From an optimization exercise on the open Yosys and OpenROAD flow, aimed at small area, a short achievable clock period and few clock cycles; shortcuts taken in it are not production practice.
At most, simulation tests tie the RTL to the original design; equivalence was not proved.
No functional check of the RTL was part of runs 4 to 8.
No activity file was given, so power comes from the tool's default toggle rates.

==> run.sh <==
#!/bin/bash
# synth_recipe.tcl (not shown) runs the flow's synth.tcl, then flattens the netlist and writes it again
# the make line also repeats each setting of config.mk as NAME=value (left out here)
make -C /OpenROAD-flow-scripts/flow DESIGN_CONFIG=/design/flow/config.mk WORK_HOME=/design/flow/orfs CLKGATE_MAP_FILE= SYNTH_SCRIPT=/design/flow/synth_recipe.tcl finish
==> config.mk <==
export PLATFORM = sky130hd
export DESIGN_NAME = sap1
export DESIGN_NICKNAME = sap1
export VERILOG_FILES = /design/flow/design.v
export SDC_FILE = /design/flow/constraint.sdc
export NUM_CORES = 4
export LEC_CHECK = 0
export CAP_MARGIN = 20
export CORE_MARGIN = 2
export CORE_UTILIZATION = 40
export SLEW_MARGIN = 20
==> constraint.sdc <==
create_clock -name core_clock -period 6.5 [get_ports {clk}]
set_input_delay 1.3000 -clock core_clock [delete_from_list [all_inputs] [get_ports {clk}]]
set_output_delay 1.3000 -clock core_clock [all_outputs]
set_load 0.01 [all_outputs]
==> design.v <==
module register (
    input           clk,
    input           rst,
    input           load,
    input   [7:0]   bus,
    output  [7:0]   out
);
    reg     [7:0]   register;
    always @(posedge clk or posedge rst) begin
        if (rst) register <= 8'b0; 
        else if (load) register <= bus;
    end
    assign out = register;
endmodule
module ir (
    input           clk,
    input           rst,
    input           load,
    input   [7:0]   bus,
    output  [3:0]   instr_out,
    output  [3:0]   addr_out
);
    reg     [7:0]   register;
    always @(posedge clk or posedge rst) begin
        if (rst) register <= 8'b0; 
        else if (load) register <= bus;
    end
    assign instr_out = register[7:4];
    assign addr_out = register[3:0];
endmodule
module flags(
    input           clk,
    input           rst,
    input           load,
    input           cf_in,
    input           zf_in,
    output          cf_out,
    output          zf_out
);
    reg     [1:0]   flags;
    always @(posedge clk or posedge rst) begin
        if (rst) flags <= 2'b0;
        else if (load) flags <= {cf_in, zf_in};
    end
    assign {cf_out, zf_out} = flags;
endmodule
module adder(
    input   [7:0]   a,
    input   [7:0]   b,
    input           sub,
    output  [7:0]   out,
    output          cf,
    output          zf
);
    assign {cf, out} = sub ? {1'b0, a} - {1'b0, b} : {1'b0, a} + {1'b0, b};
    assign zf = (out == 8'b0);
endmodule
module pc(
    input           clk,
    input           rst,
    input           inc,
    input           load,
    input   [7:0]   bus,
    output  [7:0]   out
);
    reg     [3:0]   counter;
    always @(posedge clk or posedge rst) begin
        if (rst) counter <= 4'b0; 
        else if (inc) counter <= counter + 1;
        else if (load) counter <= bus[3:0];
    end
    assign out = counter;
endmodule
module memory(
    input           clk,
    input           rst,
    input           load,
    input           store,
    input   [7:0]   bus,
    input           prog_we,
    input   [3:0]   prog_addr,
    input   [7:0]   prog_data,
    output  [7:0]   out,
    output  [7:0]   prog_out
);
    reg     [3:0]   mar;
    reg     [7:0]   ram [0:15];
    always @(posedge clk or posedge rst) begin
        if (rst) mar <= 4'b0;
        else if (load) mar <= bus[3:0];
    end
    always @(posedge clk) begin
        if (rst) begin
            if (prog_we) ram[prog_addr] <= prog_data;
        end
        else if (!load && store) ram[mar] <= bus;
    end
    assign out = ram[mar];
    assign prog_out = ram[prog_addr];
endmodule
module controller(
    input           clk,
    input           rst,
    input   [1:0]   flags,
    input   [3:0]   opcode,
    output  [15:0]  out
);
    localparam OP_NOP = 4'b0000;
    localparam OP_LDA = 4'b0001;
    localparam OP_ADD = 4'b0010;
    localparam OP_SUB = 4'b0011;
    localparam OP_STA = 4'b0100;
    localparam OP_LDI = 4'b0101;
    localparam OP_JMP = 4'b0110;
    localparam OP_JC  = 4'b0111;
    localparam OP_JZ  = 4'b1000;
    localparam OP_OUT = 4'b1110;
    localparam OP_HLT = 4'b1111;
    reg [2:0] stage;
    reg hlt, pc_inc, pc_load, pc_en, mar_load, mem_st, mem_en, ir_load, ir_en, 
        a_load, a_en, b_load, adder_sub, adder_en, flags_load, out_load;
    always @(posedge clk or posedge rst) begin
        if (rst)
            stage <= 3'b0;
        else if (!hlt) begin
            if (stage >= 5) 
                stage <= 0;
            else 
                stage <= stage + 1;
        end
    end
    always @(*) begin
        {hlt, pc_inc, pc_load, pc_en, mar_load, mem_st, mem_en, ir_load, ir_en, 
         a_load, a_en, b_load, adder_sub, adder_en, flags_load, out_load} = 15'b0;
        case (stage)
            0: begin
                pc_en = 1;
                mar_load = 1;
            end
            1: begin
                pc_inc = 1;
            end
            2: begin
                mem_en = 1;
                ir_load = 1;
            end
            3: begin
                case (opcode)
                    OP_LDA, OP_ADD, OP_SUB, OP_STA: begin
                        ir_en = 1;
                        mar_load = 1;
                    end
                    OP_LDI: begin
                        ir_en = 1;
                        a_load = 1;
                    end
                    OP_JMP: begin
                        ir_en = 1;
                        pc_load = 1;
                    end
                    OP_JC: begin
                        if (flags[1]) begin
                            ir_en = 1;
                            pc_load = 1;
                        end
                    end
                    OP_JZ: begin
                        if (flags[0]) begin
                            ir_en = 1;
                            pc_load = 1;
                        end
                    end
                    OP_OUT: begin
                        a_en = 1;
                        out_load = 1;
                    end
                    OP_HLT: begin
                        hlt = 1;
                    end
                endcase
            end
            4: begin
                case (opcode)
                    OP_LDA: begin
                        mem_en = 1;
                        a_load = 1;
                    end
                    OP_ADD, OP_SUB: begin
                        mem_en = 1;
                        b_load = 1;
                    end
                    OP_STA: begin
                        a_en = 1;
                        mem_st = 1;
                    end
                endcase
            end
            5: begin
                case (opcode)
                    OP_ADD: begin
                        adder_en = 1;
                        a_load = 1;
                        flags_load = 1;
                    end
                    OP_SUB: begin
                        adder_sub = 1;
                        adder_en = 1;
                        a_load = 1;
                        flags_load = 1;
                    end
                endcase
            end
        endcase
    end
    assign out = {
        hlt,
        pc_inc,
        pc_load,
        pc_en,
        mar_load,
        mem_st,
        mem_en,
        ir_load,
        ir_en,
        a_load,
        a_en,
        b_load,
        adder_sub,
        adder_en,
        flags_load,
        out_load
    };
endmodule
module sap1(
    input           clk,
    input           rst,
    input           mem_we,
    input   [3:0]   mem_addr,
    input   [7:0]   mem_wdata,
    output  [7:0]   mem_rdata,
    output  [7:0]   out,
    output          cf,
    output          zf,
    output          halted
);
    wire hlt;
    assign {cf, zf} = {flags_cf, flags_zf};
    assign halted = hlt;
    assign out = out_out;
    reg		[7:0]	bus;
    always @(*) begin
        if (ir_en) begin
            bus = {4'b0, ir_addr_out};
        end else if (adder_en) begin
            bus = adder_out;
        end else if (a_en) begin
            bus = a_out;
        end else if (mem_en) begin
            bus = mem_out;
        end else if (pc_en) begin
            bus = pc_out;
        end else begin
            bus = 8'b0;
        end
    end
    wire pc_inc;
    wire pc_load;
    wire pc_en;
    wire    [7:0]   pc_out;
    pc pc(
        .clk(clk),
        .rst(rst),
        .inc(pc_inc),
        .load(pc_load),
        .bus(bus),
        .out(pc_out)
    );
    wire mar_load;
    wire mem_st;
    wire mem_en;
    wire    [7:0]   mem_out;
    memory mem(
        .clk(clk),
        .rst(rst),
        .load(mar_load),
        .store(mem_st),
        .bus(bus),
        .prog_we(mem_we),
        .prog_addr(mem_addr),
        .prog_data(mem_wdata),
        .out(mem_out),
        .prog_out(mem_rdata)
    );
    wire a_load;
    wire a_en;
    wire    [7:0]   a_out;
    register reg_a(
        .clk(clk),
        .rst(rst),
        .load(a_load),
        .bus(bus),
        .out(a_out)
    );
    wire b_load;
    wire    [7:0]   b_out;
    register reg_b(
        .clk(clk),
        .rst(rst),
        .load(b_load),
        .bus(bus),
        .out(b_out)
    );
    wire adder_sub;
    wire adder_en;
    wire adder_cf;
    wire adder_zf;
    wire    [7:0]   adder_out;
    adder adder(
        .a(a_out),
        .b(b_out),
        .sub(adder_sub),
        .out(adder_out),
        .cf(adder_cf),
        .zf(adder_zf)
    );
    wire ir_load;
    wire ir_en;
    wire    [3:0]   ir_instr_out;
    wire    [3:0]   ir_addr_out;
    ir ir (
        .clk(clk),
        .rst(rst),
        .load(ir_load),
        .bus(bus),
        .instr_out(ir_instr_out),
        .addr_out(ir_addr_out)
    );
    wire out_load;
    wire    [7:0]   out_out;
    register out_reg(
        .clk(clk),
        .rst(rst),
        .load(out_load),
        .bus(bus),
        .out(out_out)
    );
    wire flags_load;
    wire flags_cf;
    wire flags_zf;
    flags flags(
        .clk(clk),
        .rst(rst),
        .load(flags_load),
        .cf_in(adder_cf),
        .zf_in(adder_zf),
        .cf_out(flags_cf),
        .zf_out(flags_zf)
    );
    controller controller(
        .clk(clk),
        .rst(rst),
        .flags({flags_cf, flags_zf}),
        .opcode(ir_instr_out),
        .out(
        {
            hlt,
            pc_inc,
            pc_load,
            pc_en,
            mar_load,
            mem_st,
            mem_en,
            ir_load,
            ir_en,
            a_load,
            a_en,
            b_load,
            adder_sub,
            adder_en,
            flags_load,
            out_load
        })
    );
endmodule
==> impl_metrics.toml, run 1 <==
[floorplan]
start_util = 0.408
dieArea_mm2 = 0.0234
pin_count = 34
core_mm2 = 0.0218
row_count = 54
die_h_um = 153
die_w_um = 153

[synth]
synth_edf_count = 128
yosys-top-cells-area = "edfxtp_1 43%, mux4_2 17%, dfrtp_1 13%"
async_reset_ff_frac = 0.260
synth_nets = 635
synth_area_per_cell_um2 = 14.7
synth_area_leader_cell = "edfxtp_1"
ys_seq_elements = 173
ys_seq_area_frac = 0.559
yosys.cell_types.count = 64
yosysWarnings = 7
yosys.area.top_type_share = 0.432
synth_flop_cell = "edfxtp_1"
synth_cells = 604
synth_area_mm2 = 0.00889

[place]
hpwl_um = 14700
place_area_mm2 = 0.00951
portBuffers = 33
routabilityCongestion = 0.885

[worst_hold_path]
hold_depth = 2
min_path_type = "flip-flop to flip-flop"
whs_endpoint = "out_reg.register[6]"
hp-start = "out_reg.register[6]"

[layout]
mostFrequentLayoutCell = "edfxtp_1"
final_cell_mix = "128 x edfxtp_1, 68 x mux4_2, 62 x nand2_1, 44 x dfrtp_1, 41 x nor2_1"
final_area_mm2 = 0.0101
layout.nets = 668
final_util = 0.465
syn_to_final_growth_pct = 14.0
drive_above_1_share = 0.232

[cts]
clk_root_buffer_cell = "clkbuf_16"
clkSlewWorstSetupHoldPaths_ps = 60
numClockSinks = 173
cts_resized = 0
hold_buffers = 0
numCtsBuffers = 17
clock_latency_ps = 430
htree_num_levels = 4
cts_tree = "done"
ctsLongestPathBuffers = 2
cts_setup_buffers = 0

[grt]
antenna_found_initial = 1
grt_max_degree = 46
grt_pass1_wl_um = 34300
gr-usage-all-layers = 0.197
grt-ovfl-total = 0
grt_pass1_vias = 5665

[worst_setup_path]
path_delay_family = "buffers and inverters"
slowest_stage = "buf_2"
cp_max_fo = 26
crit_top_cell = "mux4_2"
crit_path_start = "mem_addr[0]"
startpoint_type = "input port"
end_kind = "primary output"
rrSetupSlack_ps = 1740
cp_num_buf_inv = 3
arrival_ps = 3870
critical-path-max-stage-delay_ps = 670
reg2regPathDepth = 8
path_class = "input port to primary output"
worst-path-stages = 5
regToRegStartpoint = "controller.stage[2]"
crit_required_ps = 5200
crit_chain = "buf_2 -> buf_4 -> mux4_2 -> mux4_2 -> clkdlybuf4s50_1"
r2r-end = "mem.ram[15][4]"

[sta]
relSlewSlack = 0.217
fmax_mhz = 193
worst_slew_pin_slew_ps = 1170
layout_worst_path_cycle_share = 0.795
tns_ps = 0
hold_ws_ps = 490
report.final.slew_viol_count = 0
finClkSkew_ps = 17.8
finalCriticalPeriod_ps = 5170
rsz0062_at_grt = "no"
hold_viol = 0
setup_viol = 0

[power_and_ir_drop]
p_per_area_mw_per_mm2 = 380
p_leak_nw = 3.53
vdd_ir_drop_max_mv = 0.219

[route]
routed_wire_length_per_instance_um = 24.4
wl_um = 22700
drtAntennaViolNets = 0
via_per_inst = 5.98
vias = 5572
drtIter0Drc = 613
drc = 0
first_pass_iters = 5

[run]
cap_violations = 0

[run_status]
status = "finished clean"
through the flow:
| step | setup slack, ps | cells | power [mW] |
|---|---|---|---|
| 2_1_floorplan | 1930 | 604 | 2.50 |
| 3_3_place_gp | 1280 | 894 | 2.82 |
| 3_5_place_dp | 1260 | 895 | 2.85 |
| 4_1_cts | 1260 | 927 | 3.85 |
| 5_1_grt | 1160 | 930 | 4.06 |
| 6_report | 1330 | 931 | 3.85 |
cell families after synthesis:
kind of cell | after synthesis | share of synthesized area
AO/OA/AOI/OAI | 94 | 0.0722
XOR/XNOR | 10 | 0.00985
adder cells (fa/ha/maj) | 16 | 0.0234
buffers and inverters | 50 | 0.0248
flip-flops | 173 | 0.559
multiplexers | 96 | 0.226
AND/OR/NAND/NOR | 165 | 0.0853
flip-flops by register name, indices dropped and copies added (netlist names):
name	count
mem.ram	128
ir.register	8
out_reg.register	8
reg_a.register	8
reg_b.register	8
mem.mar	4
pc.counter	4
controller.stage	3
flags.flags	2
synth_stat cells, types with 3 or more instances:
master    count
edfxtp_1    128
clkbuf_1     22
nor2b_1       6
xnor2_1       4
buf_2         4
buf_1         5
a31oi_1       7
xor2_1        6
nor3_1       12
nor2_1       47
mux4_1       11
o21ai_1       5
ha_1         15
mux2_2       14
mux4_2       68
nand3_1       8
o21ai_0      29
and3_1        3
nor3b_1       4
mux2i_1       3
inv_1        15
or2_2         3
a21oi_1      15
dfrtp_1      45
nand2b_1      9
o31ai_1      10
nand2_1      62
area by class of cell:
type | instances | area [um^2]
Inverter | 16 | 60.1
Antenna cell | 1 | 2.50
Clock inverter | 15 | 158
Sequential cell | 173 | 4970
Fill cell | 1895 | 11700
Clock buffer | 17 | 425
Multi-Input combinational cell | 381 | 3720
Tap cell | 280 | 350
Timing Repair Buffer | 48 | 449
metal layers:
layer  track usage  part of all wire
met1         0.261              0.40
met2         0.329              0.51
met3        0.0425             0.076
met4        0.0542             0.011
met5             0                 0
worst max-delay path by stage:
| stage | end | slack [ps] |
|---|---|---|
| detailed placement | mem_rdata[2] | 1260 |
| floorplan | mem_rdata[7] | 1930 |
| finish | mem_rdata[2] | 1330 |
| global route | mem_rdata[2] | 1160 |
| global placement | mem_rdata[2] | 1280 |
| CTS | mem_rdata[2] | 1260 |
report_power, final:
part | internal [mW] | switching (mW)
logic | 0.639 | 0.795
clock network | 0.511 | 0.489
registers | 1.28 | 0.137
total | 2.43 | 1.42
worst min-delay path, delay by kind of cell (launching register included):
kind / cells / cell delay, ps
AO/OA/AOI/OAI: 1 / 60
AND/OR/NAND/NOR: 1 / 50
flip-flops: 1 / 350
Testbench counts, summed over its fixed seeds: cycles 82,848.
==> run 2, diff against run 1 <==
==> design.v (replaced) <==
module sap1(
    input           clk,
    input           rst,
    input           mem_we,
    input   [3:0]   mem_addr,
    input   [7:0]   mem_wdata,
    output  [7:0]   mem_rdata,
    output  [7:0]   out,
    output          cf,
    output          zf,
    output          halted
);
    reg     [3:0]   pc;
    reg     [7:0]   a;
    reg             c, z;
    reg     [7:0]   o;
    reg             h;
    reg     [7:0]   ram [0:15];
    assign out = o;
    assign cf = c;
    assign zf = z;
    assign halted = h;
    wire    [3:0]   raddr = (rst | h) ? mem_addr : pc;
    wire    [7:0]   ins = ram[raddr];
    assign mem_rdata = ins;
    wire    [3:0]   op = ins[7:4];
    wire    [3:0]   x = ins[3:0];
    wire    [7:0]   m = ram[x];
    wire            s = op[0];
    wire    [8:0]   t = {1'b0, a} + {1'b0, m ^ {8{s}}} + {8'b0, s};
    wire            jump = (op == 4'h6) | (op == 4'h7 & c) | (op == 4'h8 & z);
    always @(posedge clk or posedge rst) begin
        if (rst) begin
            pc <= 4'b0;
            a <= 8'b0;
            c <= 1'b0;
            z <= 1'b0;
            o <= 8'b0;
            h <= 1'b0;
        end else if (!h) begin
            pc <= jump ? x : pc + 4'b1;
            case (op)
                4'h1: a <= m;
                4'h2, 4'h3: begin
                    a <= t[7:0];
                    c <= t[8] ^ s;
                    z <= (t[7:0] == 8'b0);
                end
                4'h5: a <= {4'b0, x};
                4'he: o <= a;
                4'hf: h <= 1'b1;
                default: ;
            endcase
        end
    end
    wire            we = rst ? mem_we : (!h && op == 4'h4);
    wire    [3:0]   wa = rst ? mem_addr : x;
    wire    [7:0]   wd = rst ? mem_wdata : a;
    always @(posedge clk) begin
        if (we) ram[wa] <= wd;
    end
endmodule
--- a/config.mk
+++ b/config.mk
@@ -6,6 +6,8 @@
 export NUM_CORES = 4
 export LEC_CHECK = 0
+export ABC_CLOCK_PERIOD_IN_PS = 3500
 export CAP_MARGIN = 20
 export CORE_MARGIN = 2
 export CORE_UTILIZATION = 40
+export SETUP_SLACK_MARGIN = 2.5
 export SLEW_MARGIN = 20
==> impl_metrics.toml, run 2 <==
[run_status]
status = "finished clean"

[route]
via_per_inst = 5.97
wl_um = 29700
first_pass_iters = 5
drtIter0Drc = 628
drtAntennaViolNets = 0
routed_wire_length_per_instance_um = 24.4
drc = 0
vias = 7272

[floorplan]
core_mm2 = 0.0209
dieArea_mm2 = 0.0223
die_w_um = 149
start_util = 0.405
row_count = 53
pin_count = 34
die_h_um = 149

[layout]
reg.largest.list = "ram: 128 flops, a: 8 flops, o: 8 flops"
nFillCells = 1568
diodes = 0
final_cell_mix = "128 x edfxtp_1, 118 x buf_4, 61 x buf_6, 54 x nand2_1, 45 x mux2i_1"
instances_no_fill = 1218
drive_above_1_share = 0.491
syn_to_final_growth_pct = 48.9
multi_input_area_mm2 = 0.00469
layout.nets = 955
regArea_mm2 = 0.00442
top_register = "ram"
mostFrequentLayoutCell = "edfxtp_1"
largest_register_ffs = 128

[worst_setup_path]
startpoint_type = "input port"
cp_max_fo = 8
arrival_ps = 6180
crit_required_ps = 6840
path_class = "input port to flip-flop"
end_kind = "flip-flop"

[cts]
clock_latency_ps = 440
ctsLongestPathBuffers = 2
numCtsBuffers = 17
hold_buffers = 0
numClockSinks = 151
cts_tree = "done"
htree_num_levels = 4
clkSlewWorstSetupHoldPaths_ps = 60
clk_root_buffer_cell = "clkbuf_16"

[grt]
gr-usage-all-layers = 0.268
grt_pass1_vias = 7265
antenna_found_initial = 0
grt-ovfl-total = 0
grt_pass1_wl_um = 43900
grt_max_degree = 27

[place]
routabilityCongestion = 0.897
hpwl_um = 18500
dp_cells = 1070
portBuffers = 33

[synth]
synth_area_per_cell_um2 = 11.8
ys_seq_elements = 151
yosysWarnings = 1
synth_common_cells = "128 x edfxtp_1, 69 x nand2_1, 54 x mux2i_1, 53 x nor2_1, 49 x mux2_2"
synth_edf_count = 128
yosys-top-cells-area = "edfxtp_1 45%, dfrtp_1 6.8%, mux2_2 6.5%"
synth_cells = 715
synth_area_mm2 = 0.00846
ys_seq_area_frac = 0.522
synth_nets = 740
synth_area_leader_cell = "edfxtp_1"
yosysMostFrequentCell = "edfxtp_1"
yosys.cell_types.count = 75
yosys.area.top_type_share = 0.454
async_reset_ff_frac = 0.152
synth_flop_cell = "edfxtp_1"

[sta]
rsz0062_at_grt = "yes"
layout_worst_path_cycle_share = 0.898
setup_viol = 0
report.final.slew_viol_count = 0
finClkSkew_ps = 11.3
tns_ps = 0
worst_slew_pin_slew_ps = 1210
fmax_mhz = 171
relSlewSlack = 0.190
hold_viol = 0
finalCriticalPeriod_ps = 5830

[power_and_ir_drop]
report.power.total_mw = 6.97
p_leak_nw = 4.85
p_per_area_mw_per_mm2 = 553
vdd_ir_drop_max_mv = 0.428

[worst_hold_path]
min_path_type = "flip-flop to flip-flop"

[run]
cap_violations = 0
==> run 2: cells by family after synthesis <==
| logic type | Yosys count | share of synthesized area |
|---|---|---|
| fa+ha+maj | 10 | 0.0157 |
| flops | 151 | 0.522 |
| compound gates | 143 | 0.123 |
| buf+inv | 62 | 0.0384 |
| simple gates | 216 | 0.122 |
| mux | 118 | 0.163 |
| xor+xnor | 15 | 0.0155 |
==> run 2: report_power, final <==
group          total [mW]  internal, mW  switching, mW
registers            1.30          1.20         0.0979
logic                4.64          2.37           2.28
clock network        1.03         0.610          0.417
total                6.97          4.18           2.79
==> run 2: final cells by class <==
cell class | instances | share of cell area
inverters | 14 | 0.00457
clock buffers | 19 | 0.0344
flip-flops and latches | 151 | 0.351
repair buffers | 240 | 0.198
well taps | 275 | 0.0273
multi-input cells | 506 | 0.372
clock inverters | 13 | 0.0134
==> run 2: path summary, 6_finish.rpt <==
path / start / endpoint / slack [ps] / depth (start not counted)
setup / recovery: rst / z / 670 / 27
hold / removal: o[7] / o[7] / 490 / 1
setup reg to reg: h / z / 1090 / 26
hold reg to reg: o[7] / o[7] / 490 / 1
max in group asynchronous: rst / o[4] / 4950 / 4
min in group asynchronous: rst / pc[3] / 1280 / 4
==> run 2: worst max-delay path, stage by stage <==
cell and delay [ps]:
buf_8 100, buf_6 110, or3b_4 490, nand2_8 130
buf_12 120, nand2_2 50, a311o_1 350, nand4_1 140
buf_6 150, buf_12 110, buf_16 120, buf_4 190
mux2i_1 300, a21oi_1 130, a21oi_1 220, a21oi_2 120
xnor2_2 160, fa_2 350, a21o_1 180, a21oi_2 160
o21ai_2 100, xor2_2 170, nor4b_2 240, o211ai_1 120
nor2_1 170, o311ai_2 130, o32ai_2 240
==> run 2: repair_timing <==
action                                  in CTS  in global routing
gates resized for setup                    186                 84
endpoints found under the setup margin     158                158
setup buffers                               86                 21
pin swaps                                   57                 48
cloned                                       8                  1
==> run 2: through the flow <==
stage | area (um^2) | setup slack, ps | hold slack [ps] | utilization
final | 12600 | 666 | 489 | 0.603
after global routing | 12600 | 488 | 524 | 0.603
after global placement | 9890 | -202 | 477 | 0.474
after detailed placement | 9890 | -229 | 484 | 0.474
after floorplan | 8870 | 817 | 492 | -
after CTS | 12100 | 865 | 499 | 0.578
==> run 2: layer usage <==
layer | wire length (um) | track usage | vias up
li1 | - | - | 3173
met5 | 0 | 0 | -
met2 | 14600 | 0.453 | 344
met1 | 11800 | 0.338 | 3650
met3 | 2030 | 0.0482 | 105
met4 | 1290 | 0.118 | 0
Testbench counts of run 2, summed over its fixed seeds: cycles 19,184.
==> run 3, diff against run 2 <==
--- a/config.mk
+++ b/config.mk
@@ -6,8 +6,6 @@
 export NUM_CORES = 4
 export LEC_CHECK = 0
-export ABC_CLOCK_PERIOD_IN_PS = 3500
 export CAP_MARGIN = 20
 export CORE_MARGIN = 2
 export CORE_UTILIZATION = 40
-export SETUP_SLACK_MARGIN = 2.5
 export SLEW_MARGIN = 20
==> impl_metrics.toml, run 3 <==
[run_status]
status = "finished clean"

[sta]
fmax_mhz = 164
finalCriticalPeriod_ps = 6080
relSlewSlack = 0.406
layout_worst_path_cycle_share = 0.936
report.final.slew_viol_count = 0
setup_viol = 0
finClkSkew_ps = 13.4
worst_slew_pin_slew_ps = 881
setup_ws_ps = 415
hold_ws_ps = 491
rsz0062_at_grt = "no"
hold_viol = 0

[layout]
diodes = 0
mostFrequentLayoutCell = "edfxtp_1"
syn_to_final_growth_pct = 22.3
reg.largest.list = "ram: 128 flops, a: 8 flops, o: 8 flops"
largest_register_ffs = 128
nFillCells = 1831
layout.nets = 849
drive_above_1_share = 0.264
top_register = "ram"
instances_no_fill = 1112
final_cell_mix = "128 x edfxtp_1, 100 x buf_4, 69 x nand2_1, 53 x nor2_1, 53 x mux2i_1"
final_area_mm2 = 0.0103

[place]
dp_cells = 1080
routabilityCongestion = 0.956
portBuffers = 33
place_area_mm2 = 0.00975
dp_slack_ps = -280
hpwl_um = 17900

[grt]
grt_pass1_vias = 6401
gr-usage-all-layers = 0.224
antenna_found_initial = 0
grt-ovfl-total = 0
grt_max_degree = 28
grt_pass1_wl_um = 37200

[floorplan]
pin_count = 34
start_util = 0.405
dieArea_mm2 = 0.0223
row_count = 53
core_mm2 = 0.0209
die_h_um = 149
die_w_um = 149

[power_and_ir_drop]
p_per_area_mw_per_mm2 = 507
vdd_ir_drop_max_mv = 0.261
p_leak_nw = 3.89

[synth]
muxShareOfSynthArea = 0.163
synth-simple-area-share = 0.122
synth_common_cells = "128 x edfxtp_1, 69 x nand2_1, 54 x mux2i_1, 53 x nor2_1, 49 x mux2_2"
async_reset_ff_frac = 0.152
yosys.cell_types.count = 75
yosys-top-cells-area = "edfxtp_1 45%, dfrtp_1 6.8%, mux2_2 6.5%"
ys_seq_elements = 151
synth_nets = 740
synth_xor_area_frac = 0.0155
synthAdderAreaFrac = 0.0157
synth_edf_count = 128
yosysWarnings = 1
synth_cells = 715
yosys.area.top_type_share = 0.454
yosysMostFrequentCell = "edfxtp_1"
synth_compound_area_frac = 0.123
synth_flop_cell = "edfxtp_1"
synth_area_mm2 = 0.00846
synth_top_family_by_area = "multiplexers"
synth_area_per_cell_um2 = 11.8
ys_seq_area_frac = 0.522
synth_area_leader_cell = "edfxtp_1"

[cts]
ctsLongestPathBuffers = 2
numClockSinks = 151
numCtsBuffers = 17
clock_latency_ps = 430
clkSlewWorstSetupHoldPaths_ps = 70
clk_root_buffer_cell = "clkbuf_16"
cts_tree = "done"
htree_num_levels = 4
hold_buffers = 0

[worst_setup_path]
slowest_stage = "clkdlybuf4s50_1"
crit_path_start = "mem_addr[3]"
crit_required_ps = 6850
crit_top_cell = "o21ai_0"
cp_max_fo = 13
r2r-end = "z"
rrSetupSlack_ps = 870
regToRegStartpoint = "h"
arrival_ps = 6430
end_kind = "flip-flop"
reg2regPathDepth = 23
crit_chain = "clkdlybuf4s50_1 -> o21ai_0 -> o21ai_0 -> buf_4 -> nand3_1 -> o32a_1 -> nand4_1 -> buf_4 -> mux2_2 -> nor2_1 -> a211oi_1 -> a211oi_1 -> a21oi_2 -> xnor2_1 -> fa_1 -> a21o_1 -> a21oi_1 -> o21ai_0 -> xor2_1 -> nor4b_1 -> o211ai_1 -> nor2_1 -> o311ai_1 -> o32ai_2"
critical-path-max-stage-delay_ps = 590
startpoint_type = "input port"
crit_path_end = "z"
path_class = "input port to flip-flop"

[worst_hold_path]
min_path_type = "flip-flop to flip-flop"

[route]
routed_wire_length_per_instance_um = 21.6
wl_um = 24000
drtIter0Drc = 473
via_per_inst = 5.70
first_pass_iters = 6
vias = 6340
drc = 0
drtAntennaViolNets = 0

[run]
cap_violations = 0
-- run 3: final cells by class --
cell class / count / area, um^2 / share of cell area
Sequential cell: 151 / 4420 / 0.427
Multi-Input combinational cell: 502 / 3760 / 0.363
Timing Repair Buffer: 138 / 1180 / 0.114
Clock buffer: 18 / 429 / 0.0415
Tap cell: 275 / 344 / 0.0333
Clock inverter: 14 / 163 / 0.0157
Inverter: 14 / 52.6 / 0.00508
-- run 3: metrics by stage --
stage | util | setup TNS, ps | power [mW]
after CTS | 0.495 | 0 | 5.23
after detailed placement | 0.467 | -316 | 4.23
after global placement | 0.467 | -182 | 4.18
after floorplan | - | 0 | 3.12
after global routing | 0.495 | 0 | 5.55
final | 0.495 | 0 | 5.24
-- run 3: worst min path at each step --
stage          startpoint    to  slack [ps]  depth (start not counted)
2_1_floorplan        a[6]  a[6]         490                          2
3_3_place_gp         o[6]  o[6]         470                          1
3_5_place_dp         o[6]  o[6]         480                          1
4_1_cts              o[6]  o[6]         500                          1
5_1_grt              o[6]  o[6]         520                          1
6_report             o[6]  o[6]         490                          1
-- run 3: timing repair --
action,CTS,global route
buffers inserted,0,0
gates resized for setup,0,3
setup endpoints to repair,0,1
-- run 3: metal layers --
metal | GRT usage | part of all wire
met2 | 0.364 | 0.48
met5 | 0 | 0
met1 | 0.300 | 0.44
met3 | 0.0442 | 0.066
met4 | 0.0800 | 0.024
-- run 3: critical path: cells and delay by family --
family / cells / cell delay (ps)
AOI/OAI and AO/OA: 12 / 2120
xor gates and xnor gates: 2 / 360
adders and majority gates: 1 / 430
buffers and inverters: 3 / 1100
muxes: 1 / 350
and+or+nand+nor: 5 / 770
-- run 3: cells by family after synthesis --
kind of cell / Yosys count
simple gates: 216
xor+xnor: 15
compound gates: 143
flops: 151
buf+inv: 62
fa+ha+maj: 10
mux: 118
-- run 3: power breakdown --
group	internal [mW]	switching, mW	total, mW
clock network	0.576	0.422	0.998
registers	1.20	0.0985	1.30
logic	1.39	1.55	2.95
==> run 4, diff against run 3 <==
==> design.v (replaced) <==
module sap1(
    input           clk,
    input           rst,
    input           mem_we,
    input   [3:0]   mem_addr,
    input   [7:0]   mem_wdata,
    output  [7:0]   mem_rdata,
    output  [7:0]   out,
    output          cf,
    output          zf,
    output          halted
);
    reg     [7:0]   ir;          
    reg     [3:0]   pc;          
    reg     [7:0]   a;
    reg             c, z;
    reg     [7:0]   o;
    reg             h;           
    reg     [7:0]   ram [0:15];
    wire    [3:0]   op = ir[7:4];
    wire    [3:0]   x = ir[3:0];
    wire            hlt = (op == 4'hf);
    assign out = o;
    assign cf = c;
    assign zf = z;
    assign halted = h | (!rst & hlt);
    wire    [7:0]   m = ram[x];
    wire            s = op[0];
    wire    [8:0]   t = {1'b0, a} + {1'b0, m ^ {8{s}}} + {8'b0, s};
    wire            jump = (op == 4'h6) | (op == 4'h7 & c) | (op == 4'h8 & z);
    wire    [3:0]   fa = jump ? x : pc;
    wire    [3:0]   raddr = (rst | h | hlt) ? mem_addr : fa;
    wire    [7:0]   rd = ram[raddr];
    assign mem_rdata = rd;
    wire            sta = (op == 4'h4);
    wire    [7:0]   nxt = (sta && x == fa) ? a : rd;
    wire            we = rst ? mem_we : (!h & sta);
    wire    [3:0]   wa = rst ? mem_addr : x;
    wire    [7:0]   wd = rst ? mem_wdata : a;
    always @(posedge clk) begin
        if (we) ram[wa] <= wd;
    end
    wire    [7:0]   ram0_next = (mem_we && mem_addr == 4'h0) ? mem_wdata : ram[0];
    always @(posedge clk) begin
        ir <= rst ? ram0_next : nxt;
    end
    always @(posedge clk or posedge rst) begin
        if (rst) begin
            pc <= 4'h1;
            a <= 8'b0;
            c <= 1'b0;
            z <= 1'b0;
            o <= 8'b0;
            h <= 1'b0;
        end else if (!h) begin
            pc <= fa + 4'h1;
            case (op)
                4'h1: a <= m;
                4'h2, 4'h3: begin
                    a <= t[7:0];
                    c <= t[8] ^ s;
                    z <= (t[7:0] == 8'b0);
                end
                4'h5: a <= {4'b0, x};
                4'he: o <= a;
                4'hf: h <= 1'b1;
                default: ;
            endcase
        end
    end
endmodule
--- a/config.mk
+++ b/config.mk
@@ -6,6 +6,8 @@
 export NUM_CORES = 4
 export LEC_CHECK = 0
+export ABC_CLOCK_PERIOD_IN_PS = 3500
 export CAP_MARGIN = 20
 export CORE_MARGIN = 2
 export CORE_UTILIZATION = 40
+export SETUP_SLACK_MARGIN = 2.5
 export SLEW_MARGIN = 20
==> impl_metrics.toml, run 4 <==
[run_status]
status = "finished clean"

[worst_setup_path]
crit_required_ps = 5200
arrival_ps = 3110
cp_max_fo = 8
end_kind = "primary output"
path_class = "input port to primary output"
startpoint_type = "input port"

[layout]
final_cell_mix = "128 x edfxtp_1, 52 x buf_4, 49 x nor2_1, 48 x nand2_1, 39 x mux4_2"
mostFrequentLayoutCell = "edfxtp_1"
syn_to_final_growth_pct = 27.8
top_register = "ram"
drive_above_1_share = 0.288
multi_input_area_mm2 = 0.00397
nFillCells = 1731
regArea_mm2 = 0.00460
layout.nets = 831
largest_register_ffs = 128
diodes = 0
final_util = 0.524

[floorplan]
die_h_um = 151
core_mm2 = 0.0211
pin_count = 34
die_w_um = 151
row_count = 53
dieArea_mm2 = 0.0228
start_util = 0.410

[route]
vias = 7089
via_per_inst = 6.48
drtIter0Drc = 806
wl_um = 29400
first_pass_iters = 5
routed_wire_length_per_instance_um = 26.9
drtAntennaViolNets = 0
drc = 0

[synth]
yosysMostFrequentCell = "edfxtp_1"
yosys-top-cells-area = "edfxtp_1 44%, mux4_2 10%, dfrtp_1 6.4%"
yosys.cell_types.count = 69
ys_seq_area_frac = 0.530
synth_area_mm2 = 0.00864
synth_nets = 732
synth_cells = 708
synth_area_leader_cell = "edfxtp_1"
synth_edf_count = 128
yosysWarnings = 1
synth_flop_cell = "edfxtp_1"
async_reset_ff_frac = 0.145
yosys.area.top_type_share = 0.445
synth_common_cells = "128 x edfxtp_1, 55 x nor2_1, 49 x nand2_1, 39 x mux4_2, 35 x o21ai_0"
synth_area_per_cell_um2 = 12.2
ys_seq_elements = 159

[grt]
grt_pass1_wl_um = 42600
grt_max_degree = 41
gr-usage-all-layers = 0.260
grt-ovfl-total = 0
grt_pass1_vias = 6910
antenna_found_initial = 0

[place]
routabilityCongestion = 0.880
hpwl_um = 17000
portBuffers = 33
dp_slack_ps = 611

[cts]
numClockSinks = 159
numCtsBuffers = 17
ctsLongestPathBuffers = 2
clock_latency_ps = 440
cts_tree = "done"
clkSlewWorstSetupHoldPaths_ps = 60
clk_root_buffer_cell = "clkbuf_16"
htree_num_levels = 4

[sta]
setup_viol = 0
hold_viol = 0
fmax_mhz = 227
layout_worst_path_cycle_share = 0.678
hold_ws_ps = 490
finalCriticalPeriod_ps = 4410
tns_ps = 0
finClkSkew_ps = 12.8
relSlewSlack = 0.177
setup_ws_ps = 2090
report.final.slew_viol_count = 0
rsz0062_at_grt = "yes"
worst_slew_pin_slew_ps = 1230

[worst_hold_path]
min_path_type = "flip-flop to flip-flop"

[run]
cap_violations = 0

[power_and_ir_drop]
vdd_ir_drop_max_mv = 0.222
p_per_area_mw_per_mm2 = 435
p_leak_nw = 4.09
[run 4: path summary, 6_finish.rpt]
kind	startpoint	end	slack [ps]	depth (start not counted)
worst max-delay path	rst	mem_rdata[6]	2090	10
worst min register to register	o[1]	o[1]	490	2
min in group asynchronous	rst	a[0]	1100	4
max in group asynchronous	rst	pc[0]	5110	4
worst min-delay path	o[1]	o[1]	490	2
worst max register to register	ir[4]	ir[3]	2450	23
[run 4: repair_timing]
| action | CTS | global route |
|---|---|---|
| pin swaps | 24 | 22 |
| setup endpoints to repair | 15 | 11 |
| gates cloned | 7 | 1 |
| gates resized for setup | 125 | 36 |
| buffers inserted | 43 | 19 |
| hold buffers | 0 | 0 |
[run 4: report_power, final]
group | internal [mW] | switching [mW] | total, mW
Combinational | 1.19 | 1.30 | 2.49
Sequential | 1.25 | 0.118 | 1.37
Clock | 0.525 | 0.422 | 0.947
Total | 2.97 | 1.84 | 4.81
[run 4: cells by family after synthesis]
group	Yosys count	share of synthesized area
multiplexers	68	0.138
XOR/XNOR	15	0.0152
adder cells (fa/ha/maj)	9	0.0139
buffers and inverters	79	0.0369
flip-flops	159	0.530
AND/OR/NAND/NOR	175	0.0975
AO/OA/AOI/OAI	203	0.168
[run 4: critical path, cell delays in order]
cell	delay [ps]
buf_12	120
nor2_4	210
o211ai_1	270
buf_4	220
o211ai_1	80
buf_4	260
a31oi_1	70
a22oi_1	190
o211ai_1	190
buf_2	190
[run 4: area by class of cell]
type | count | share of cell area
clock buffers | 18 | 0.0389
clock inverters | 13 | 0.0104
inverters | 30 | 0.0108
multi-input cells | 470 | 0.360
flip-flops and latches | 159 | 0.416
well taps | 275 | 0.0312
repair buffers | 129 | 0.133
[run 4: per-layer routing]
layer / wire length, um / track usage
met2: 13200 / 0.400
met5: 0 / 0
met3: 3470 / 0.0852
met1: 11200 / 0.336
met4: 1530 / 0.119
[run 4: per-stage QoR]
step | cells | cell area (um^2) | power (mW)
2_1_floorplan | 708 | 8700 | 2.70
3_3_place_gp | 992 | 9330 | 3.24
5_1_grt | 1094 | 11000 | 5.02
3_5_place_dp | 992 | 9330 | 3.28
6_report | 1094 | 11000 | 4.81
4_1_cts | 1073 | 10700 | 4.58
==> run 5, diff against run 4 <==
--- a/design.v
+++ b/design.v
@@ -30,7 +30,6 @@
     wire            jump = (op == 4'h6) | (op == 4'h7 & c) | (op == 4'h8 & z);
     wire    [3:0]   fa = jump ? x : pc;
-    wire    [3:0]   raddr = (rst | h | hlt) ? mem_addr : fa;
-    wire    [7:0]   rd = ram[raddr];
-    assign mem_rdata = rd;
+    wire    [7:0]   rd = ram[fa];
+    assign mem_rdata = ram[mem_addr];
     wire            sta = (op == 4'h4);
     wire    [7:0]   nxt = (sta && x == fa) ? a : rd;
==> impl_metrics.toml, run 5 <==
[sta]
tns_ps = 0
report.final.slew_viol_count = 0
fmax_mhz = 244
setup_viol = 0
worst_slew_pin_slew_ps = 1170
rsz0062_at_grt = "yes"
finalCriticalPeriod_ps = 4100
relSlewSlack = 0.212
hold_viol = 0
layout_worst_path_cycle_share = 0.630
finClkSkew_ps = 10.4

[layout]
diodes = 0
final_cell_mix = "130 x nand2_1, 128 x edfxtp_1, 80 x mux4_2, 32 x nor2_1, 26 x mux2i_1"
syn_to_final_growth_pct = 18.2
layout.nets = 766
mostFrequentLayoutCell = "nand2_1"
top_register = "ram"
largest_register_ffs = 128
instances_no_fill = 1040
drive_above_1_share = 0.256

[floorplan]
dieArea_mm2 = 0.0241
die_w_um = 155
pin_count = 34
core_mm2 = 0.0225
start_util = 0.406
die_h_um = 155
row_count = 55

[grt]
grt_pass1_wl_um = 41200
grt-busiest-layer = "met2"
grt_pass1_vias = 6724
gr-usage-met2 = 0.374
use_met1 = 0.299
antenna_found_initial = 0
grt-ovfl-total = 0
gr-usage-all-layers = 0.233
grt_max_degree = 55
met3_usage = 0.0574

[synth]
ys_seq_elements = 159
yosys.cell_types.count = 57
yosysWarnings = 1
synth_cells = 704
yosysMostFrequentCell = "nand2_1"
synth_area_leader_cell = "edfxtp_1"
synth_nets = 728
synth_common_cells = "130 x nand2_1, 128 x edfxtp_1, 80 x mux4_2, 35 x nor2_1, 27 x clkbuf_1"
yosys-top-cells-area = "edfxtp_1 42%, mux4_2 20%, dfrtp_1 6.0%"
async_reset_ff_frac = 0.145
synth_area_mm2 = 0.00913
yosys.area.top_type_share = 0.421
ys_seq_area_frac = 0.502
synth_edf_count = 128
synth_area_per_cell_um2 = 13.0
synth_flop_cell = "edfxtp_1"

[worst_setup_path]
cp_max_fo = 5
startpoint_type = "input port"
path_class = "input port to primary output"
crit_chain = "buf_16 -> buf_12 -> clkbuf_16 -> mux4_2 -> mux4_2 -> buf_6"
end_kind = "primary output"
critical-path-max-stage-delay_ps = 490
cp_num_buf_inv = 4
slowest_stage = "mux4_2"
crit_required_ps = 5200
arrival_ps = 2800
crit_top_cell = "mux4_2"
path_delay_family = "multiplexers"

[place]
routabilityCongestion = 0.926
portBuffers = 33
hpwl_um = 17600
dp_cells = 992

[cts]
numClockSinks = 159
clkSlewWorstSetupHoldPaths_ps = 70
htree_num_levels = 4
cts_tree = "done"
hold_buffers = 0
ctsLongestPathBuffers = 2
numCtsBuffers = 17
clock_latency_ps = 440
clk_root_buffer_cell = "clkbuf_16"

[route]
drtAntennaViolNets = 0
via_per_inst = 6.45
drtIter0Drc = 884
first_pass_iters = 7
routed_wire_length_per_instance_um = 26.3
drc = 0
vias = 6709
wl_um = 27400

[run_status]
status = "finished clean"

[worst_hold_path]
min_path_type = "flip-flop to flip-flop"

[power_and_ir_drop]
p_per_area_mw_per_mm2 = 489
p_leak_nw = 3.87
vdd_ir_drop_max_mv = 0.262

[run]
cap_violations = 0
run 5: path summary, 6_finish.rpt:
kind | start | to | slack (ps) | cells after the start
hold reg to reg | o[5] | o[5] | 490 | 2
hold / removal | o[5] | o[5] | 490 | 2
min in group asynchronous | rst | o[5] | 1360 | 4
setup reg to reg | ir[4] | ir[5] | 2650 | 11
max in group asynchronous | rst | pc[0] | 4810 | 4
setup / recovery | mem_addr[0] | mem_rdata[6] | 2400 | 6
run 5: per-stage QoR:
stage          cell area [um^2]  setup WS (ps)  power (mW)  utilization  hold WS, ps
3_3_place_gp               9760           1440        4.01        0.434          469
5_1_grt                   10800           2380        5.55        0.480          540
2_1_floorplan              9160           2500        3.33            -          484
4_1_cts                   10700           2390        5.16        0.474          504
6_report                  10800           2400        5.28        0.480          489
3_5_place_dp               9760           1400        4.06        0.434          486
run 5: final cells by class:
type / instances / area (um^2)
multi-input cells: 481 / 4300
well taps: 285 / 357
clock inverters: 15 / 191
fillers: 1880 / 11700
repair buffers: 68 / 870
clock buffers: 17 / 425
inverters: 15 / 58.8
flip-flops and latches: 159 / 4590
run 5: worst min-delay path, cell delays in order (launching register included):
cell and delay, ps:
dfrtp_1 350, nand2_1 50, o21ai_0 60
run 5: cells by family after synthesis:
kind of cell / synth area share
AO/OA/AOI/OAI: 0.0726
XOR/XNOR: 0.0173
adder cells (fa/ha/maj): 0.0132
buffers and inverters: 0.0295
flip-flops: 0.502
multiplexers: 0.254
AND/OR/NAND/NOR: 0.112
run 5: power by group:
group / total [mW] / leakage, nW / internal [mW] / switching [mW]
combinational: 2.77 / 2.07 / 1.18 / 1.59
clock: 1.05 / 0.297 / 0.587 / 0.464
sequential: 1.46 / 1.51 / 1.28 / 0.175
total: 5.28 / 3.87 / 3.05 / 2.23
run 5: layer usage:
layer,part of all wire,routed length [um]
met3,0.093,2540
met2,0.48,13100
met4,0.039,1070
met5,0,0
met1,0.39,10700
run 5: repair_timing:
action                                  in CTS  in global routing
gates resized for setup                     73                  7
endpoints found under the setup margin      15                 16
buffers inserted                             5                  4
gates cloned                                 5                  1
==> run 6, diff against run 5 <==
--- a/config.mk
+++ b/config.mk
@@ -6,8 +6,6 @@
 export NUM_CORES = 4
 export LEC_CHECK = 0
-export ABC_CLOCK_PERIOD_IN_PS = 3500
 export CAP_MARGIN = 20
 export CORE_MARGIN = 2
 export CORE_UTILIZATION = 40
-export SETUP_SLACK_MARGIN = 2.5
 export SLEW_MARGIN = 20
==> impl_metrics.toml, run 6 <==
[synth]
yosys-top-cells-area = "edfxtp_1 42%, mux4_2 20%, dfrtp_1 6.0%"
yosys.area.top_type_share = 0.421
ys_seq_elements = 159
synth_cells = 704
synth_edf_count = 128
synth_area_per_cell_um2 = 13.0
synth_common_cells = "130 x nand2_1, 128 x edfxtp_1, 80 x mux4_2, 35 x nor2_1, 27 x clkbuf_1"
yosys.cell_types.count = 57
synth_area_leader_cell = "edfxtp_1"
async_reset_ff_frac = 0.145
synth_nets = 728
ys_seq_area_frac = 0.502
yosysMostFrequentCell = "nand2_1"
yosysWarnings = 1
synth_flop_cell = "edfxtp_1"
synth_area_mm2 = 0.00913

[route]
wl_um = 26200
first_pass_iters = 6
via_per_inst = 6.41
drtAntennaViolNets = 0
drtIter0Drc = 754
routed_wire_length_per_instance_um = 25.5
vias = 6566
drc = 0

[cts]
cts_resized = 0
numCtsBuffers = 17
cts_tree = "done"
numClockSinks = 159
clkSlewWorstSetupHoldPaths_ps = 70
cts_setup_buffers = 0
clock_latency_ps = 440
clk_root_buffer_cell = "clkbuf_16"
htree_num_levels = 4
hold_buffers = 0
ctsLongestPathBuffers = 2

[sta]
rsz0062_at_grt = "no"
relSlewSlack = 0.173
setup_viol = 0
worst_slew_pin_slew_ps = 1230
report.final.slew_viol_count = 0
finClkSkew_ps = 11.7
finalCriticalPeriod_ps = 5080
tns_ps = 0
hold_ws_ps = 482
fmax_mhz = 197
hold_viol = 0
layout_worst_path_cycle_share = 0.781

[layout]
layout.nets = 750
nFillCells = 1951
final_cell_mix = "130 x nand2_1, 128 x edfxtp_1, 80 x mux4_2, 32 x nor2_1, 32 x clkdlybuf4s50_1"
largest_register_ffs = 128
diodes = 0
top_register = "ram"
syn_to_final_growth_pct = 13.4
final_util = 0.460
mostFrequentLayoutCell = "nand2_1"
drive_above_1_share = 0.223
regArea_mm2 = 0.00458
final_area_mm2 = 0.0104
multi_input_area_mm2 = 0.00431

[grt]
grt-ovfl-total = 0
grt_pass1_wl_um = 39300
gr-usage-all-layers = 0.223
met3_usage = 0.0649
grt-busiest-layer = "met2"
grt_pass1_vias = 6409
use_met1 = 0.299
antenna_found_initial = 0
gr-usage-met2 = 0.344
grt_max_degree = 55

[floorplan]
die_w_um = 155
die_h_um = 155
dieArea_mm2 = 0.0241
start_util = 0.406
pin_count = 34
core_mm2 = 0.0225
row_count = 55

[place]
portBuffers = 33
routabilityCongestion = 0.942
hpwl_um = 17600
place_area_mm2 = 0.00977

[worst_setup_path]
arrival_ps = 3780
crit_required_ps = 5200
path_class = "input port to primary output"
startpoint_type = "input port"
crit_path_start = "mem_addr[0]"
end_kind = "primary output"
cp_max_fo = 23
regToRegStartpoint = "ir[4]"

[power_and_ir_drop]
p_clk_frac = 0.195
vdd_ir_drop_max_mv = 0.287
p_per_area_mw_per_mm2 = 492
report.power.total_mw = 5.10
p_switching_mw = 2.16
netSwitchingFraction = 0.423
p_comb_frac = 0.515
internal_power_mw = 2.94
pwr-share-seq = 0.290
p_leak_nw = 3.64

[worst_hold_path]
hp-start = "o[5]"
min_path_type = "flip-flop to flip-flop"

[run]
cap_violations = 0

[run_status]
status = "finished clean"
run 6: cell counts after synthesis:
No cell type changed its count.
run 6: cells by family (layout without fill, tap and decap cells):
logic type	after synthesis	count (layout)	share of synthesized area
buffers and inverters	64	99	0.0295
AND/OR/NAND/NOR	229	229	0.112
AO/OA/AOI/OAI	96	96	0.0726
XOR/XNOR	18	18	0.0173
flip-flops	159	159	0.502
multiplexers	129	129	0.254
adder cells (fa/ha/maj)	9	9	0.0132
run 6: final cells by class:
| class | count | share of cell area |
|---|---|---|
| Clock buffer | 17 | 0.0411 |
| Clock inverter | 15 | 0.0152 |
| Inverter | 15 | 0.00568 |
| Multi-Input combinational cell | 481 | 0.416 |
| Sequential cell | 159 | 0.442 |
| Tap cell | 285 | 0.0344 |
| Timing Repair Buffer | 52 | 0.0452 |
run 6: path summary, 6_finish.rpt:
path                                      to  slack [ps]  depth (start not counted)
max in group asynchronous              pc[0]        4620                          4
min in group asynchronous                  h        1550                          4
worst max register to register         ir[2]        1770                         10
worst min-delay path                    o[5]         480                          2
worst min register to register          o[5]         480                          2
worst max-delay path            mem_rdata[1]        1420                          5
run 6: critical path, cell delays in order:
cell,delay (ps)
buf_2,390
buf_4,480
mux4_2,560
mux4_2,500
clkdlybuf4s50_1,500
run 6: stage by stage:
stage                     setup WS [ps]  instances
final                              1420       1024
after global routing               1250       1024
after CTS                          1370       1024
after detailed placement           1380        992
after global placement             1450        992
after floorplan                    1970        704
run 6: layer usage:
| layer | wire length (um) | part of all wire | vias to the layer above |
|---|---|---|---|
| met5 | 0 | 0 | - |
| met4 | 838 | 0.032 | 0 |
| met3 | 3190 | 0.12 | 71 |
| met2 | 12000 | 0.46 | 448 |
| met1 | 10200 | 0.39 | 3247 |
| li1 | - | - | 2800 |
run 6: power by group through the flow:
stage / Sequential, mW / Combinational (mW) / Clock, mW
floorplan: 1.37 / 1.96 / 0
global placement: 1.50 / 2.52 / 0
detailed placement: 1.50 / 2.57 / 0
CTS: 1.48 / 2.58 / 1.01
global route: 1.50 / 2.83 / 1.05
finish: 1.48 / 2.63 / 0.993
==> run 7, diff against run 6 <==
--- a/design.v
+++ b/design.v
@@ -29,10 +29,8 @@
     wire    [8:0]   t = {1'b0, a} + {1'b0, m ^ {8{s}}} + {8'b0, s};
     wire            jump = (op == 4'h6) | (op == 4'h7 & c) | (op == 4'h8 & z);
-    wire    [3:0]   fa = jump ? x : pc;
+    wire    [3:0]   fa = rst ? 4'h0 : jump ? x : pc;
     wire    [7:0]   rd = ram[fa];
     assign mem_rdata = ram[mem_addr];
-    wire            sta = (op == 4'h4);
-    wire    [7:0]   nxt = (sta && x == fa) ? a : rd;
-    wire            we = rst ? mem_we : (!h & sta);
+    wire            we = rst ? mem_we : (!h & op == 4'h4);
     wire    [3:0]   wa = rst ? mem_addr : x;
     wire    [7:0]   wd = rst ? mem_wdata : a;
@@ -40,7 +38,6 @@
         if (we) ram[wa] <= wd;
     end
-    wire    [7:0]   ram0_next = (mem_we && mem_addr == 4'h0) ? mem_wdata : ram[0];
     always @(posedge clk) begin
-        ir <= rst ? ram0_next : nxt;
+        ir <= (we && wa == fa) ? wd : rd;
     end
     always @(posedge clk or posedge rst) begin
--- a/config.mk
+++ b/config.mk
@@ -9,3 +9,4 @@
 export CORE_MARGIN = 2
 export CORE_UTILIZATION = 40
+export SETUP_SLACK_MARGIN = 2.5
 export SLEW_MARGIN = 20
==> impl_metrics.toml, run 7 <==
[synth]
synth_flop_cell = "edfxtp_1"
synth_nets = 644
synth_common_cells = "128 x edfxtp_1, 71 x mux4_2, 50 x a211oi_1, 48 x mux2i_1, 43 x a21oi_1"
yosys.area.top_type_share = 0.433
synth_xor_area_frac = 0.0177
synth_area_per_cell_um2 = 14.3
yosys.cell_types.count = 49
synthAdderAreaFrac = 0.0135
yosys-top-cells-area = "edfxtp_1 43%, mux4_2 18%, dfrtp_1 6.2%"
ys_seq_elements = 155
synth-simple-area-share = 0.0635
yosysMostFrequentCell = "edfxtp_1"
synth_area_mm2 = 0.00889
synth_compound_area_frac = 0.0908
ys_seq_area_frac = 0.506
muxShareOfSynthArea = 0.279
synth_area_leader_cell = "edfxtp_1"
synth_top_family_by_area = "multiplexers"
synth_cells = 620
synth_edf_count = 128
yosysWarnings = 1
async_reset_ff_frac = 0.148

[power_and_ir_drop]
p_per_area_mw_per_mm2 = 555
vdd_ir_drop_max_mv = 0.396
p_leak_nw = 3.88

[sta]
hold_viol = 0
worst_slew_pin_slew_ps = 841
hold_ws_ps = 496
fmax_mhz = 221
rsz0062_at_grt = "yes"
tns_ps = 0
relSlewSlack = 0.439
layout_worst_path_cycle_share = 0.697
finClkSkew_ps = 13.0
finalCriticalPeriod_ps = 4530
report.final.slew_viol_count = 0
setup_viol = 0

[grt]
grt_pass1_vias = 6388
grt-ovfl-total = 0
grt_max_degree = 33
antenna_found_initial = 0
gr-usage-all-layers = 0.235
grt_pass1_wl_um = 40700

[run_status]
status = "finished clean"

[worst_setup_path]
critical-path-max-stage-delay_ps = 730
crit_chain = "mux4_2 -> mux4_4 -> and2b_1 -> a22oi_1 -> a31oi_1 -> or2_4 -> mux2_4 -> fa_2 -> a21oi_2 -> nor2_1 -> nor2_2 -> buf_4 -> o21bai_1 -> a21oi_2 -> o21ai_1 -> a21oi_1 -> xnor2_1 -> o21ai_1"
startpoint_type = "flip-flop"
cp_max_fo = 7
path_class = "flip-flop to flip-flop"
arrival_ps = 4850
path_delay_family = "multiplexers"
end_kind = "flip-flop"
cp_num_buf_inv = 1
slowest_stage = "mux4_4"
crit_required_ps = 6820

[floorplan]
pin_count = 34
core_mm2 = 0.0218
die_h_um = 153
die_w_um = 153
dieArea_mm2 = 0.0234
start_util = 0.407
row_count = 54

[place]
portBuffers = 33
hpwl_um = 16400
routabilityCongestion = 0.905

[cts]
numCtsBuffers = 17
clk_root_buffer_cell = "clkbuf_16"
clkSlewWorstSetupHoldPaths_ps = 70
cts_tree = "done"
numClockSinks = 155
htree_num_levels = 4
ctsLongestPathBuffers = 2
clock_latency_ps = 430

[layout]
nFillCells = 1801
layout.nets = 738
drive_above_1_share = 0.387
diodes = 0
reg.largest.list = "ram: 128 flops, a: 8 flops, o: 8 flops"
final_cell_mix = "128 x edfxtp_1, 75 x mux4_2, 64 x buf_4, 43 x mux2i_1, 40 x a211oi_1"
top_register = "ram"
syn_to_final_growth_pct = 25.4
largest_register_ffs = 128
mostFrequentLayoutCell = "edfxtp_1"

[route]
first_pass_iters = 7
via_per_inst = 6.34
drc = 0
drtAntennaViolNets = 0
wl_um = 27500
drtIter0Drc = 682
vias = 6386
routed_wire_length_per_instance_um = 27.3

[run]
cap_violations = 0

[worst_hold_path]
min_path_type = "flip-flop to flip-flop"
[run 7: routing by layer]
layer,track usage,up-vias,wire [um]
met2,0.375,361,13200
met4,0.0957,0,1120
met3,0.0612,77,2430
met1,0.308,3240,10800
li1,-,2708,-
met5,0,-,0
[run 7: worst register-to-register path, delay by kind of cell (launching register included)]
kind	cells	cell delay, ps
compound gates	8	1050
xor+xnor	1	140
fa+ha+maj	1	410
buf+inv	1	120
flops	1	450
mux	3	1600
simple gates	4	650
[run 7: final timing paths]
kind	slack [ps]	startpoint	endpoint	cells past startpoint
max	1970	ram[10][1]	c	18
min in group asynchronous	1820	rst	pc[1]	3
max reg2reg	1970	ram[10][1]	c	18
min	500	pc[3]	pc[3]	2
max in group asynchronous	4240	rst	a[1]	3
min reg2reg	500	pc[3]	pc[3]	2
[run 7: where the power goes]
part	internal [mW]	switching, mW	total [mW]
Clock	0.537	0.431	0.968
Sequential	1.26	0.117	1.37
Combinational	1.78	2.06	3.84
[run 7: final cells by class]
type / count / area (um^2) / share of cell area
flip-flops and latches: 155 / 4510 / 0.405
clock buffers: 18 / 429 / 0.0385
repair buffers: 118 / 1210 / 0.108
clock inverters: 14 / 138 / 0.0124
multi-input cells: 410 / 4460 / 0.400
inverters: 12 / 48.8 / 0.00438
well taps: 280 / 350 / 0.0314
[run 7: kinds of logic after synthesis]
group	count (synthesis)
adder cells (fa/ha/maj)	9
AND/OR/NAND/NOR	114
multiplexers	145
AO/OA/AOI/OAI	121
XOR/XNOR	18
flip-flops	155
buffers and inverters	58
[run 7: metrics by stage]
stage	instances	power (mW)	setup slack [ps]	utilization	instance area [um^2]
2_1_floorplan	620	3.67	2080	-	9010
3_3_place_gp	911	4.25	1040	0.439	9590
3_5_place_dp	912	4.34	974	0.441	9620
4_1_cts	989	6.02	2040	0.500	10900
5_1_grt	1007	6.52	1810	0.511	11100
6_report	1007	6.18	1970	0.511	11100
[run 7: timing repair]
item                       in CTS  in global routing
gates cloned                    8                  0
pin swaps                      32                 17
resized for setup             115                 28
setup endpoints to repair      82                 87
hold buffers                    0                  0
buffers inserted               37                 18
==> run 8, diff against run 7 <==
--- a/config.mk
+++ b/config.mk
@@ -8,5 +8,6 @@
 export CAP_MARGIN = 20
 export CORE_MARGIN = 2
-export CORE_UTILIZATION = 40
+export CORE_UTILIZATION = 65
+export CTS_BUF_LIST = sky130_fd_sc_hd__clkbuf_4 sky130_fd_sc_hd__clkbuf_8
 export SETUP_SLACK_MARGIN = 2.5
 export SLEW_MARGIN = 20
==> impl_metrics.toml, run 8 <==
[place]
dp_cells = 805
portBuffers = 33
routabilityCongestion = 0.951
hpwl_um = 15300

[cts]
htree_num_levels = 4
numClockSinks = 155
clkSlewWorstSetupHoldPaths_ps = 90
ctsLongestPathBuffers = 2
cts_tree = "done"
clock_latency_ps = 470
clk_root_buffer_cell = "clkbuf_8"
numCtsBuffers = 17
hold_buffers = 0

[synth]
synth_flop_cell = "edfxtp_1"
synth_common_cells = "128 x edfxtp_1, 71 x mux4_2, 50 x a211oi_1, 48 x mux2i_1, 43 x a21oi_1"
yosys.cell_types.count = 49
yosysMostFrequentCell = "edfxtp_1"
ys_seq_area_frac = 0.506
synth_edf_count = 128
synth_area_mm2 = 0.00889
synth_area_leader_cell = "edfxtp_1"
async_reset_ff_frac = 0.148
synth_area_per_cell_um2 = 14.3
yosys.area.top_type_share = 0.433
synth_nets = 644
ys_seq_elements = 155
synth_cells = 620
yosys-top-cells-area = "edfxtp_1 43%, mux4_2 18%, dfrtp_1 6.2%"
yosysWarnings = 1

[floorplan]
dieArea_mm2 = 0.0146
start_util = 0.668
row_count = 42
core_mm2 = 0.0133
pin_count = 34
die_h_um = 121
die_w_um = 121

[sta]
fmax_mhz = 216
finClkSkew_ps = 13.7
relSlewSlack = 0.373
setup_viol = 0
worst_slew_pin_slew_ps = 922
tns_ps = 0
hold_viol = 0
rsz0062_at_grt = "yes"
finalCriticalPeriod_ps = 4630
layout_worst_path_cycle_share = 0.712
report.final.slew_viol_count = 0

[layout]
layout.nets = 731
mostFrequentLayoutCell = "edfxtp_1"
syn_to_final_growth_pct = 22.2
largest_register_ffs = 128
drive_above_1_share = 0.382
multi_input_area_mm2 = 0.00447
diodes = 0
nFillCells = 679
final_util = 0.817
regArea_mm2 = 0.00451
reg.largest.list = "ram: 128 flops, a: 8 flops, o: 8 flops"
final_cell_mix = "128 x edfxtp_1, 79 x mux4_2, 46 x buf_4, 44 x a211oi_1, 42 x mux2i_1"
top_register = "ram"
instances_no_fill = 895

[power_and_ir_drop]
pwr-share-seq = 0.232
internal_power_mw = 3.29
p_per_area_mw_per_mm2 = 538
p_switching_mw = 2.55
report.power.total_mw = 5.84
p_clk_frac = 0.128
p_leak_nw = 3.76
netSwitchingFraction = 0.437
vdd_ir_drop_max_mv = 0.335
p_comb_frac = 0.640

[grt]
grt_max_degree = 35
antenna_found_initial = 0
gr-usage-all-layers = 0.382
grt_pass1_wl_um = 39200
grt_pass1_vias = 6525
grt-ovfl-total = 0

[worst_setup_path]
critical-path-max-stage-delay_ps = 730
crit_required_ps = 6910
cp_max_fo = 30
cp_num_buf_inv = 2
slowest_stage = "mux4_4"
crit_chain = "mux4_2 -> mux4_4 -> buf_8 -> nor2b_1 -> a211oi_1 -> a211oi_1 -> a21oi_1 -> a21oi_2 -> xnor2_1 -> ha_1 -> inv_1 -> nor2_1 -> nor2_2 -> xnor2_1 -> or4_1 -> nor4_2 -> a41o_1"
end_kind = "flip-flop"
path_delay_family = "multiplexers"
path_class = "flip-flop to flip-flop"
startpoint_type = "flip-flop"
arrival_ps = 5030

[route]
wl_um = 27300
via_per_inst = 7.47
drtIter0Drc = 1081
drtAntennaViolNets = 0
drc = 0
routed_wire_length_per_instance_um = 30.5
vias = 6687
first_pass_iters = 6

[run_status]
status = "finished clean"

[worst_hold_path]
min_path_type = "flip-flop to flip-flop"

[run]
cap_violations = 0
run 8: cell types whose count changed in the layout (fill, tap and decap cells not counted), moves of 4 or more:
cell       before  now
a211oi_1       40   44
a211oi_2       10    6
buf_12          6   16
buf_4          64   46
clkbuf_16      17    0
clkbuf_8        0   17
mux2i_4         2    6
mux4_1          5    1
mux4_2         75   79
nor2_2          2    7
run 8: what timing repair did:
action	4_1_cts	5_1_grt
pin swaps	11	4
setup buffers	41	10
resized for setup	116	35
endpoints found under the setup margin	132	84
cloned	8	0
endpoints found under the hold margin	0	0
run 8: kinds of logic (layout without fill, tap and decap cells):
kind of cell / Yosys count / count (layout) / share of synthesized area
compound gates: 121 / 121 / 0.0908
simple gates: 114 / 114 / 0.0635
mux: 145 / 150 / 0.279
fa+ha+maj: 9 / 9 / 0.0135
flops: 155 / 155 / 0.506
buf+inv: 58 / 152 / 0.0291
xor+xnor: 18 / 18 / 0.0177
run 8: stage by stage:
stage	instance area, um^2	setup WS (ps)	hold WS (ps)
global placement	9450	1300	476
floorplan	9010	2080	453
CTS	10600	2030	512
global route	10900	1780	537
finish	10900	1870	501
detailed placement	9460	1120	491
run 8: routing by layer:
metal,vias up,global-route usage,share of wire
li1,2689,-,-
met1,3273,0.501,0.33
met2,573,0.572,0.46
met3,152,0.123,0.14
met4,0,0.206,0.058
met5,-,0,0
run 8: worst paths after layout:
path / from / endpoint / slack (ps) / cells after the start
max in group asynchronous: rst / o[4] / 4560 / 3
min in group asynchronous: rst / pc[2] / 1490 / 3
worst min register to register: pc[2] / pc[2] / 500 / 2
worst min-delay path: pc[2] / pc[2] / 500 / 2
worst max register to register: ram[10][1] / z / 1870 / 17
worst max-delay path: ram[10][1] / z / 1870 / 17
run 8: area by class of cell:
type / count / share of cell area
Sequential cell: 155 / 0.415
Multi-Input combinational cell: 412 / 0.412
Inverter: 12 / 0.00449
Clock buffer: 20 / 0.0236
Clock inverter: 11 / 0.0135
Timing Repair Buffer: 109 / 0.111
Tap cell: 176 / 0.0203
run 8: power by group through the flow:
stage          registers (mW)  logic [mW]  clock network, mW
6_report                 1.36        3.74              0.748
5_1_grt                  1.37        3.95              0.792
4_1_cts                  1.35        3.48              0.748
3_5_place_dp             1.40        2.89                  0
3_3_place_gp             1.40        2.81                  0
2_1_floorplan            1.34        2.33                  0
run 8: worst min-delay path: stages, from the launching register on:
cell	delay [ps]
dfrtp_1	360
nand2_1	50
o21ai_0	60

==> what the ideal ports hide <==
In the flow no input, the clock included, has a driving cell. The finished layouts below were timed again as built, in two steps. Step 1, drivers: a clkbuf_16 drives clk and a buf_2 each remaining input, both assumed. Step 2, shift: input delay + t, output delay - t, t = (earliest + latest rising clock arrival at the registers) / 2. This alone moves slack from input paths to output paths. a / b / c = ideal ports / drivers / drivers and shift; a / b = the first two.
run	t, ns	slack for setup (ns)	worst slew at a driven data input, ns	pins driven straight from the clock port
run 1	0.470	1.330 / 1.300 / 1.300	0.09	1
run 2	0.473	0.666 / 0.662 / 0.189	0.06	1
run 3	0.471	0.415 / 0.417 / -0.053	0.06	1
run 4	0.483	2.092 / 2.043 / 1.862	0.06	1
run 5	0.483	2.402 / 2.316 / 2.316	0.08	1
run 6	0.478	1.420 / 1.389 / 1.389	0.03	1
run 7	0.468	1.968 / 1.968 / 1.968	0.30	1
run 8	0.505	1.872 / 1.872 / 1.872	0.19	1
Met with ideal ports but missed after step 2: setup timing in run 3. The setup slack of run 2, which loses most, moves by -0.004 ns with the drivers and by -0.477 ns with both steps.
